Context: an optimization exercise on an open-source flow, tuned for small area. The choices shown serve that exercise and are no tape-out recipe. Only simulation tests tie the RTL to the original design; equivalence was not proved.

==> flow/design.v (excerpt) <==
module CC(
    clk,
    rst_n,
    in_valid,
    mode,
    xi,
    yi,
    out_valid,
    xo,
    yo
);
input               clk, rst_n, in_valid;
input       [1:0]   mode;
input       [7:0]   xi, yi;
output reg          out_valid;
output      [7:0]   xo, yo;
reg  [1:0] cnt;      
reg        t1;       
reg  [1:0] md;       
wire       last;     
wire in0 = in_valid & (cnt == 2'd0);
wire in1 = in_valid & (cnt == 2'd1);
wire in2 = in_valid & (cnt == 2'd2);
wire in3 = in_valid & (cnt == 2'd3);
wire m0  = (md == 2'd0);
wire m1  = (md == 2'd1);
wire m2  = (md == 2'd2);
wire run = out_valid & m0;           
always @(posedge clk or negedge rst_n) begin
    if (!rst_n) begin
        cnt       <= 2'd0;
        t1        <= 1'b0;
        out_valid <= 1'b0;
    end
    else begin
        if (in_valid) cnt <= cnt + 2'd1;
        t1        <= in3;
        out_valid <= t1 | (run & ~last);
    end
end
always @(posedge clk) if (in0) md <= mode;
reg  [7:0]  RX0, RY0;        
reg  [7:0]  RX1, RY1;        
reg  [7:0]  RL, RR;          
reg  [7:0]  X, Y;            
reg  [16:0] QA, QB;          
assign xo = X;
assign yo = Y;
wire n0, n1, n2, n3, n4, n5, n6, n7, n8, n9, n10, n11;
wire n12, n13, n14, n15, n16, n17, n18, n19, n20, n21, n22, n23;
wire n24, n25, n26, n27, n28, n29, n30, n31, n32, n33, n34, n35;
wire n36, n37, n38, n39, n40, n41, n42, n43, n44, n45, n46, n47;
wire n48, n49, n50, n51, n52, n53, n54, n55, n56, n57, n58, n59;
wire n60, n61, n62, n63, n64, n65, n66, n67, n68, n69, n70, n71;
wire n72, n73, n74, n75, n76, n77, n78, n79, n80, n81, n82, n83;
wire n84, n85, n86, n87, n88, n89, n90, n91, n92, n93, n94, n95;
wire n96, n97, n98, n99, n100, n101, n102, n103, n104, n105, n106, n107;
wire n108, n109, n110, n111, n112, n113, n114, n115, n116, n117, n118, n119;
wire n120, n121, n122, n123, n124, n125, n126, n127, n128, n129, n130, n131;
wire n132, n133, n134, n135, n136, n137, n138, n139, n140, n141, n142, n143;
  ...
Settings: LEC_CHECK=0, CAP_MARGIN=20, CORE_MARGIN=2, CORE_UTILIZATION=65, CTS_BUF_LIST=sky130_fd_sc_hd__clkbuf_4 sky130_fd_sc_hd__clkbuf_8, SLEW_MARGIN=20, SYNTH_HIERARCHICAL=1, SYNTH_MINIMUM_KEEP_SIZE=0; clock period 100.0 ns.
run.sh (not shown) runs the stock make flow with config.mk's settings and CLKGATE_MAP_FILE= SYNTH_SCRIPT=/design/flow/synth_recipe.tcl, a recipe that flattens the netlist after the stock synthesis.
The starting point produced a clean layout.
Change:
Settings changed: GPL_TIMING_DRIVEN from default to 0.
- setup slack gets worse by 1.2 ns
- area after synthesis stays the same
- wire length rises by 5.3%
- clock skew came out lower by 0.0078 ns
- global-route usage rose by 2.0 points

Another version of the RTL of CC (not shown whole).
Size in the first run: about 1600 cells after synthesis, ~38 I/O pins, roughly 16000 um^2 of cells after synthesis.
Settings: LEC_CHECK=0, CAP_MARGIN=20, CORE_MARGIN=2, CORE_UTILIZATION=65, CTS_BUF_LIST=sky130_fd_sc_hd__clkbuf_8, SLEW_MARGIN=20, SYNTH_HIERARCHICAL=1, SYNTH_MINIMUM_KEEP_SIZE=0; clock period 100.0 ns.
standard.sh (not shown) runs the stock make flow with config.mk's settings and CLKGATE_MAP_FILE= SYNTH_SCRIPT=/design/flow/synth_recipe.tcl, a recipe that flattens the netlist after the stock synthesis.
==> flow/flow/run.sh <==
#!/bin/bash
# Own layout flow: the standard synthesis and layout, with port buffers of the smallest buffer.
set -euo pipefail
bash standard.sh synth > synth.log 2>&1
bash standard.sh "BUFFER_PORTS_ARGS=-buffer_cell sky130_fd_sc_hd__buf_1" finish > finish.log 2>&1
Edit:
- CORE_UTILIZATION: 65 -> 72
Flip-flop and latch count is unchanged. Routed wire length decreases by 0.81%. Die area decreases by 9.5%. Synthesized cell count does not change. Via count increases by 2.5%. Global-route usage increases by 3.9 points. Sequential share of layout area hardly moves. Worst setup slack got worse by 0.18 ns. Worst hold slack got worse by 0.0076 ns. Final cell count decreases by 2.3%. Synthesized area does not change.

-- port drivers added, routing unchanged --
No port has a modelled driver above. Below, the same layouts with a new extraction and two added sets of constraints. Step 1 assumes that a clkbuf_16 drives the clock port and a buf_2 every other input. Step 2 moves the port delays by t, midway between the first and last clock arrival at a register: inputs arrive t later, outputs are due t later. That takes back most of the time a late clock gives input paths. a / b / c = ideal ports / drivers / drivers and shift; a / b = the first two.
run	t (ns)	setup slack, ns	worst hold slack (ns)	worst slew at a driven data input, ns
the first run of note 1	0.437	55.580 / 55.597 / 55.160	0.556 / 0.556 / 0.556	0.04
the second run of note 1	0.439	54.371 / 54.389 / 53.950	0.570 / 0.570 / 0.570	0.03
the first run of note 2	0.429	55.479 / 55.500 / 55.070	0.555 / 0.555 / 0.555	0.04
the second run of note 2	0.437	55.296 / 55.311 / 54.874	0.548 / 0.548 / 0.548	0.04
After both steps every run listed still meets setup and hold. The setup slack of the second run of note 2, which loses most, moves by +0.015 ns with the drivers and by -0.422 ns with both steps.
